From an optimization exercise on the open Yosys and OpenROAD flow, aimed at small area and a short achievable clock period; shortcuts taken in it are not production practice.
Function was checked by simulation only, so behaviour that the tests miss may differ from the original.

==> run B <==
==> flow/design.v <==
module reg_mux_block #(parameter BITS = 1, RSTTYPE = "SYNC", SELECTION = 1)(
    input clk, rst, en,
    input [BITS - 1 : 0] in,
    output [BITS - 1 : 0] out
);
    reg [BITS - 1 : 0] q_in;
    generate
        if (RSTTYPE == "ASYNC")
            always @(posedge clk, posedge rst) begin
                if (rst)
                    q_in <= 0;
                else if (en)
                    q_in <= in;
            end
        else if (RSTTYPE == "SYNC")
            always @(posedge clk) begin
                if (rst)
                    q_in <= 0;
                else if (en)
                    q_in <= in;
            end
    endgenerate
    assign out = SELECTION ? q_in : in;
endmodule
module DSP #(parameter A0REG = 0, A1REG = 1, B0REG = 0, B1REG = 1,
    CREG = 1, DREG = 1, MREG = 1, PREG = 1, CARRYINREG = 1, CARRYOUTREG = 1, OPMODEREG = 1,
    CARRYINSEL = "OPMODE5", B_INPUT = "DIRECT", RSTTYPE = "SYNC") (
    input CLK, 
    input [7 : 0] OPMODE,
    input CEA, CEB, CEC, CECARRYIN, CED, CEM, CEOPMODE, CEP,
    input RSTA, RSTB, RSTC, RSTCARRYIN, RSTD, RSTM, RSTOPMODE, RSTP,
    input [17 : 0] A, B, D,
    input [47 : 0] C, PCIN,
    input [17 : 0] BCIN,
    input CARRYIN,
    output [17 : 0] BCOUT,
    output [35 : 0] M,
    output [47 : 0] P, PCOUT,
    output CARRYOUT, CARRYOUTF
);
    wire CYI_in, CYI_out, CYO_in, CYO_out;
    wire [7 : 0] OPMODE_out;
    wire [17 : 0] A0_out, B0_in, B0_out, D_out, operation0_out, A1_out, B1_in, B1_out;
    wire [35 : 0] operation1_out, M_out;
    wire [47 : 0] C_out, operation2_out, P_out;
    reg [47 : 0]  X_out, Z_out;
    reg_mux_block #(.BITS(8), .RSTTYPE(RSTTYPE), .SELECTION(OPMODEREG)) block_OPMODE (.clk(CLK), .rst(RSTOPMODE), .en(CEOPMODE), .in(OPMODE), .out(OPMODE_out));
    reg_mux_block #(.BITS(18), .RSTTYPE(RSTTYPE), .SELECTION(A0REG)) block_A0 (.clk(CLK), .rst(RSTA), .en(CEA), .in(A), .out(A0_out));
    assign B0_in = (B_INPUT == "DIRECT") ? B : (B_INPUT == "CASCADE") ? BCIN : 0;
    reg_mux_block #(.BITS(18), .RSTTYPE(RSTTYPE), .SELECTION(B0REG)) block_B0 (.clk(CLK), .rst(RSTB), .en(CEB), .in(B0_in), .out(B0_out));
    reg_mux_block #(.BITS(48), .RSTTYPE(RSTTYPE), .SELECTION(CREG)) block_C (.clk(CLK), .rst(RSTC), .en(CEC), .in(C), .out(C_out));
    reg_mux_block #(.BITS(18), .RSTTYPE(RSTTYPE), .SELECTION(DREG)) block_D (.clk(CLK), .rst(RSTD), .en(CED), .in(D), .out(D_out));
    assign operation0_out = (OPMODE_out[6]) ? (D_out - B0_out) : (D_out + B0_out);
    reg_mux_block #(.BITS(18), .RSTTYPE(RSTTYPE), .SELECTION(A1REG)) block_A1 (.clk(CLK), .rst(RSTA), .en(CEA), .in(A0_out), .out(A1_out));
    assign B1_in = OPMODE_out[4] ? operation0_out : B0_out;
    reg_mux_block #(.BITS(18), .RSTTYPE(RSTTYPE), .SELECTION(B1REG)) block_B1 (.clk(CLK), .rst(RSTB), .en(CEB), .in(B1_in), .out(B1_out));
    assign BCOUT = B1_out;
    assign operation1_out = A1_out * B1_out;
    reg_mux_block #(.BITS(36), .RSTTYPE(RSTTYPE), .SELECTION(MREG)) block_M (.clk(CLK), .rst(RSTM), .en(CEM), .in(operation1_out), .out(M_out));
    assign M = M_out;
    assign CYI_in = (CARRYINSEL == "OPMODE5") ? OPMODE_out[5] : (CARRYINSEL == "CARRYIN") ? CARRYIN : 0;
    reg_mux_block #(.BITS(1), .RSTTYPE(RSTTYPE), .SELECTION(CARRYINREG)) block_CYI (.clk(CLK), .rst(RSTCARRYIN), .en(CECARRYIN), .in(CYI_in), .out(CYI_out));
    always @(*) begin
        case (OPMODE_out[1 : 0])
            2'b00:      X_out = 0;
            2'b01:      X_out = M_out;
            2'b10:      X_out = P_out;
            2'b11:      X_out = {D_out, A1_out, B1_out};
            default:    X_out = 0;
        endcase
    end
    always @(*) begin
        case (OPMODE_out[3 : 2])
            2'b00:      Z_out = 0;
            2'b01:      Z_out = PCIN;
            2'b10:      Z_out = P_out;
            2'b11:      Z_out = C_out;
            default:    Z_out = 0;
        endcase
    end
    assign {CYO_in, operation2_out} = (OPMODE_out[7]) ? (Z_out - (X_out + CYI_out)) : (Z_out + X_out + CYI_out);
    reg_mux_block #(.BITS(48), .RSTTYPE(RSTTYPE), .SELECTION(PREG)) block_P (.clk(CLK), .rst(RSTP), .en(CEP), .in(operation2_out), .out(P_out));
    reg_mux_block #(.BITS(1), .RSTTYPE(RSTTYPE), .SELECTION(CARRYOUTREG)) block_CYO (.clk(CLK), .rst(RSTCARRYIN), .en(CECARRYIN), .in(CYO_in), .out(CYO_out));
    assign P = P_out;
    assign PCOUT = P_out;
    assign CARRYOUT = CYO_out;
    assign CARRYOUTF = CYO_out;
endmodule
==> flow/run.sh <==
#!/bin/bash
# synth_recipe.tcl (not shown) runs the flow's synth.tcl, then flattens the netlist and writes it again
# the make line also repeats each setting of config.mk as NAME=value (left out here)
make -C /OpenROAD-flow-scripts/flow DESIGN_CONFIG=/design/flow/config.mk WORK_HOME=/design/flow/orfs CLKGATE_MAP_FILE= SYNTH_SCRIPT=/design/flow/synth_recipe.tcl finish
==> flow/config.mk <==
export PLATFORM = sky130hd
export DESIGN_NAME = DSP
export DESIGN_NICKNAME = DSP
export VERILOG_FILES = /design/flow/design.v
export SDC_FILE = /design/flow/constraint.sdc
export NUM_CORES = 4
export LEC_CHECK = 0
export CAP_MARGIN = 20
export CORE_MARGIN = 2
export CORE_UTILIZATION = 40
export SLEW_MARGIN = 20
==> flow/constraint.sdc <==
create_clock -name core_clock -period 8.5 [get_ports {CLK}]
set_input_delay 1.7000 -clock core_clock [delete_from_list [all_inputs] [get_ports {CLK}]]
set_output_delay 1.7000 -clock core_clock [all_outputs]
set_load 0.01 [all_outputs]
==> run F (differences from run B) <==
- ABC_CLOCK_PERIOD_IN_PS: not set -> 4000
- SETUP_SLACK_MARGIN: not set -> 3
==> run X (differences from run B) <==
- SETUP_SLACK_MARGIN: not set -> 3
==> impl_metrics.ini <==
[status]
status = complete, no violations

[final_layout]
post-route-cell-area_mm2 = 0.0337
buf_share_pct = 14.0
nClkBuffers = 19

[power_and_ir_drop]
p_seq_share_pct = 25.8
p_int_w = 0.00254

[grt]
gr-usage-met1_pct = 36.7
track_usage_pct = 27.2

[setup_path]
slowest_delay_ps = 530

[placement]
place_ws_ps = 1370
# the run above: run X

==> impl_metrics.ini <==
[final_layout]
buf_share_pct = 11.4
post-route-cell-area_mm2 = 0.0319

[status]
status = complete, no violations

[placement]
place_ws_ps = 1160

[timing]
period_minus_slack_ps = 7390

[grt]
track_usage_pct = 25.4
gr-usage-met1_pct = 34.1

[setup_path]
worst_ep_arrival_time_ps = 7800
slowest_delay_ps = 940

[power_and_ir_drop]
p_seq_share_pct = 27.3
p_int_w = 0.00242
# the run above: run B

==> impl_metrics.ini <==
[setup_path]
slowest_delay_ps = 530

[power_and_ir_drop]
vdd_drop_max_v = 0.000126
p_int_w = 0.00254

[grt]
track_usage_pct = 27.2

[final_layout]
post-route-cell-area_mm2 = 0.0337
stdcell_count = 4477

[placement]
place_ws_ps = 1370

[status]
status = complete, no violations
# the run above: run F

==> afterwards: timing with drivers on the ports <==
Ports are ideal in the flow. The routed layouts listed here were re-timed in OpenROAD. Step 1 (the two cells are an assumption about what drives the block):
set clk [get_ports {CLK}]
set_driving_cell -lib_cell sky130_fd_sc_hd__clkbuf_16 $clk
set_driving_cell -lib_cell sky130_fd_sc_hd__buf_2 [delete_from_list [all_inputs] $clk]
Step 2 also shifts input and output timing later by t, the mid clock arrival at the registers, as if the neighbouring blocks saw the same clock. Three values: ideal ports, drivers, drivers and shift; two values: the first two.
| run | t (ns) | setup slack, ns | hold WS [ns] | slew at the worst register clock pin (ns) | pins driven straight from the clock port |
|---|---|---|---|---|---|
| run B | 0.581 | 1.107 / 1.107 / 1.107 | 0.496 / 0.496 / 0.496 | 0.10 / 0.10 | 1 |
| run F | 0.557 | 2.034 / 2.034 / 2.034 | 0.492 / 0.492 / 0.492 | 0.09 / 0.09 | 1 |
| run X | 0.557 | 2.034 / 2.034 / 2.034 | 0.492 / 0.492 / 0.492 | 0.09 / 0.09 | 1 |
After both steps setup and hold are still met in every run listed.
